This design comes from an exercise in tuning for small area and a short achievable clock period on the open sky130 flow, not from production work.
Where RTL was checked, it was by simulation tests only, not by an equivalence proof against the original.
Power and IR drop assume default switching activity.

Design mk_mac, start of the top module:
module mk_mac(CLK,
	      RST_N,
	      put_inp_A_a,
	      EN_put_inp_A,
	      RDY_put_inp_A,
	      put_inp_B_b,
	      EN_put_inp_B,
	      RDY_put_inp_B,
	      put_inp_C_c,
	      EN_put_inp_C,
	      RDY_put_inp_C,
	      put_inp_sel_sel,
	      EN_put_inp_sel,
	      RDY_put_inp_sel,
	      get_mac_op,
	      RDY_get_mac_op);
  input  CLK;
  input  RST_N;
  input  [15 : 0] put_inp_A_a;
  input  EN_put_inp_A;
  output RDY_put_inp_A;
  input  [15 : 0] put_inp_B_b;
  input  EN_put_inp_B;
  output RDY_put_inp_B;
  input  [31 : 0] put_inp_C_c;
  input  EN_put_inp_C;
  output RDY_put_inp_C;
  input  put_inp_sel_sel;
  input  EN_put_inp_sel;
  output RDY_put_inp_sel;
  output [31 : 0] get_mac_op;
  output RDY_get_mac_op;
  assign RDY_put_inp_A = 1'd1;
  assign RDY_put_inp_B = 1'd1;
  assign RDY_put_inp_C = 1'd1;
  assign RDY_put_inp_sel = 1'd1;
  assign RDY_get_mac_op = 1'd1;
  reg [15:0] rg_A, rg_B;
  reg [31:0] rg_C;
  reg        rg_sel;
  always @(posedge CLK) begin
    if (EN_put_inp_A)   rg_A   <= put_inp_A_a;
    if (EN_put_inp_B)   rg_B   <= put_inp_B_b;
    if (EN_put_inp_C)   rg_C   <= put_inp_C_c;
    if (EN_put_inp_sel) rg_sel <= put_inp_sel_sel;
  end
  reg [6:0] vld;     
  always @(posedge CLK) begin
    if (!RST_N) vld <= 7'd0;
    else        vld <= {vld[5:0], ~rg_sel};
  end
  wire [7:0] eA = rg_A[14:7];
  wire [7:0] eB = rg_B[14:7];
  wire zA = (eA == 8'd0), zB = (eB == 8'd0);
  ...
For scale: roughly 2900 cells after synthesis, roughly 650 flip-flops, ~110 I/O pins.
==> flow/config.mk <==
export PLATFORM = sky130hd
export DESIGN_NAME = mk_mac
export DESIGN_NICKNAME = mk_mac
export VERILOG_FILES = /design/flow/design.v
export SDC_FILE = /design/flow/constraint.sdc
export NUM_CORES = 8
export LEC_CHECK = 0
export ABC_AREA = 1
export CAP_MARGIN = 20
export CORE_MARGIN = 2
export CORE_UTILIZATION = 65
export CTS_CLUSTER_DIAMETER = 100
export CTS_CLUSTER_SIZE = 30
export PLACE_DENSITY = 0.75
export SLEW_MARGIN = 20
==> flow/constraint.sdc <==
create_clock -name core_clock -period 9.0 [get_ports {CLK}]
set_input_delay 1.8000 -clock core_clock [delete_from_list [all_inputs] [get_ports {CLK}]]
set_output_delay 1.8000 -clock core_clock [all_outputs]
set_load 0.01 [all_outputs]
standard.sh (not shown) runs the stock make flow with config.mk's settings and CLKGATE_MAP_FILE= SYNTH_SCRIPT=/design/flow/synth_recipe.tcl, a recipe that flattens the netlist after the stock synthesis.
==> flow/flow/run.sh <==
#!/bin/bash
# Standard synthesis, then the standard layout steps with faster port
# buffers and a tighter timing-repair target.
set -e
bash standard.sh synth > synth.log 2>&1
bash standard.sh "BUFFER_PORTS_ARGS=-buffer_cell sky130_fd_sc_hd__buf_2" SETUP_SLACK_MARGIN=6 finish > layout.log 2>&1
Rerun with:
--- a/flow/design.v
+++ b/flow/design.v
@@ -802,35 +802,34 @@
   wire lz_c86 = lz_v73 ? lz_c76 : lz_c81;
   wire lz_c87 = lz_v73 ? lz_c77 : lz_c82;
   wire lz_c88 = ~lz_v73;
   wire lz_v = lz_v83;
   wire [4:0] lz_c = {lz_c88, lz_c87, lz_c86, lz_c85, lz_c84};
   wire [4:0] lz = lz_v ? lz_c : 5'd2;
   reg        t6_s, t6_exc, t6_nan;
   reg [7:0]  t6_e;
-  reg [4:0]  t6_l, t6_ln;          
+  reg [4:0]  t6_l;
   reg [27:0] t6_m;
   always @(posedge CLK) begin
     t6_s   <= t5_s;
     t6_exc <= t5_exc;
     t6_nan <= t5_nan;
     t6_e   <= t5_e;                 
     t6_l   <= lz;
-    t6_ln  <= ~lz;
     t6_m   <= t5_m;
   end
   wire [27:0] nm = t6_m << t6_l;
   wire v6 = vld[6];
   reg        t7_s, t7_rnd;
   reg [7:0]  t7_e;
   reg [22:0] t7_f;
   always @(posedge CLK) begin
     t7_s   <= v6 & t6_s;
-    t7_e   <= ~v6 ? 8'd0 : t6_exc ? 8'd255 : t6_e + {3'b111, t6_ln};    
+    t7_e   <= ~v6 ? 8'd0 : t6_exc ? 8'd255 : t6_e + {3'b111, ~t6_l};    
     t7_f   <= ~v6 ? 23'd0 : t6_exc ? (t6_nan ? 23'h400000 : 23'd0) : nm[26:4];
     t7_rnd <= v6 & ~t6_exc & nm[3] & (nm[4] | (nm[2:0] != 3'd0));
   end
   wire ri_g1 = 1'b0 | (t7_f[1] & (t7_rnd & t7_f[0]));
   wire ri_p2 = t7_f[1] & t7_f[0];
   wire ri_g3 = 1'b0;
   wire ri_p4 = t7_f[3] & t7_f[2];
   wire ri_g5 = 1'b0;
=> The changed run completed with no timing, DRC or antenna violations. Combinational power came out higher by about 5%. Utilization is lower by 0.85 points. Register-to-register slack got worse by 0.04 ns. Via count came out lower by 0.49%. Cell area stays flat. Sequential cell count drops by 5. Setup slack degrades by 0.025 ns. Synthesized cell count climbs by 0.73%. Final cell count grows by 0.67%. Sequential share of layout area fell by 0.44 points. Global-route usage drops by 0.84 points.
The RTL of the second run of this note was laid out without a check of its function.

========
Another version of the RTL of mk_mac (not shown whole).
For scale: roughly 2100 cells after synthesis, about 640 flip-flops, about 25000 µm² of cells after synthesis.
// mk_mac
module mk_mac(CLK,
	      RST_N,
	      put_inp_A_a,
	      EN_put_inp_A,
	      RDY_put_inp_A,
	      put_inp_B_b,
	      EN_put_inp_B,
	      RDY_put_inp_B,
	      put_inp_C_c,
	      EN_put_inp_C,
	      RDY_put_inp_C,
	      put_inp_sel_sel,
	      EN_put_inp_sel,
	      RDY_put_inp_sel,
	      get_mac_op,
	      RDY_get_mac_op);
export LEC_CHECK = 0
export ABC_AREA = 0
export CAP_MARGIN = 0
export CORE_MARGIN = 2
export CORE_UTILIZATION = 65
export CTS_CLUSTER_DIAMETER = 100
export CTS_CLUSTER_SIZE = 30
export PLACE_DENSITY = 0.75
export SLEW_MARGIN = 0
create_clock -name core_clock -period 9.0 [get_ports {CLK}]
==> flow/flow/run.sh <==
#!/bin/bash
# Standard synthesis, then the standard layout steps with faster port
# buffers and a tighter timing-repair target.
set -e
bash standard.sh synth > synth.log 2>&1
bash standard.sh "BUFFER_PORTS_ARGS=-buffer_cell sky130_fd_sc_hd__buf_2" SETUP_SLACK_MARGIN=6.15 finish > layout.log 2>&1
The starting point finished with timing, DRC and antenna clean.
==> next run, changes <==
--- a/flow/design.v
+++ b/flow/design.v
@@ -806,24 +806,26 @@
   wire lz_c86 = lz_v73 ? lz_c76 : lz_c81;
   wire lz_c87 = lz_v73 ? lz_c77 : lz_c82;
   wire lz_c88 = ~lz_v73;
   wire lz_v = lz_v83;
   wire [4:0] lz_c = {lz_c88, lz_c87, lz_c86, lz_c85, lz_c84};
   wire [4:0] lz = lz_v ? lz_c : 5'd2;
   reg        t6_s;
   reg [7:0]  t6_e;
-  reg [4:0]  t6_l, t6_ln;          
+  wire       z16 = (t5_m[27:12] == 16'd0);
+  reg [3:0]  t6_l;
+  reg [4:0]  t6_ln;                
   reg [27:0] t6_m;
   always @(posedge CLK) begin
     t6_s   <= t5_s;
     t6_e   <= t5_e;                 
-    t6_l   <= lz;
+    t6_l   <= lz[3:0];
     t6_ln  <= ~lz;
-    t6_m   <= t5_m;
+    t6_m   <= z16 ? {t5_m[11:0], 16'd0} : t5_m;
   end
   wire [27:0] nm = t6_m << t6_l;
   wire v6 = vld[6];
   reg        t7_s, t7_rnd;
   reg [7:0]  t7_e;
   reg [22:0] t7_f;
   always @(posedge CLK) begin
     t7_s   <= v6 & t6_s;
What happened:
- The changed run completed without violations
- design area barely changes
- power came out lower by 0.68%
- worst setup slack is worse by 0.0060 ns
- utilization came out lower by 0.22 points
- sequential cell count came out lower by 1
- combinational power came out lower by about 1%
- cell count came out lower by 0.55%
- via count came out higher by about 1.6%
- global-route usage came out higher by 0.23 points
- sequential share of layout area barely changes
- clock-buffer cell count came out lower by 2
- wire length came out higher by about 2.2%
- non-clock buffer count came out lower by 12
For the second run of this note, only the layout was checked, not whether the RTL still works.

## separate check: timing with driven ports
How much do the figures lean on ideal ports? The routed layouts below were timed once more, with nothing changed but the port constraints. Step 1 assumes that a clkbuf_16 drives the clock port and a buf_2 every other input. Step 2 adds t to the input delays and takes it off the output delays; t is the mean of the earliest and latest rising clock arrival at the registers after step 1. Input paths then give back, and output paths get back, about the clock's delay inside the block. Three values: ideal ports, drivers, drivers and shift; two values: the first two.
| run | t, ns | slack for setup (ns) | hold WS [ns] | worst setup path after step 2 |
|---|---|---|---|---|
| the first run of note 1 | 0.657 | 6.116 / 6.057 / 6.132 | 0.329 / 0.329 / 0.329 | register to register |
| the second run of note 1 | 0.653 | 6.092 / 6.069 / 6.092 | 0.327 / 0.327 / 0.327 | register to register |
| the first run of note 2 | 0.646 | 6.123 / 6.064 / 6.165 | 0.326 / 0.326 / 0.326 | input to register |
| the second run of note 2 | 0.641 | 6.117 / 6.064 / 6.144 | 0.328 / 0.328 / 0.328 | input to register |
After both steps setup and hold are still met in every run listed.
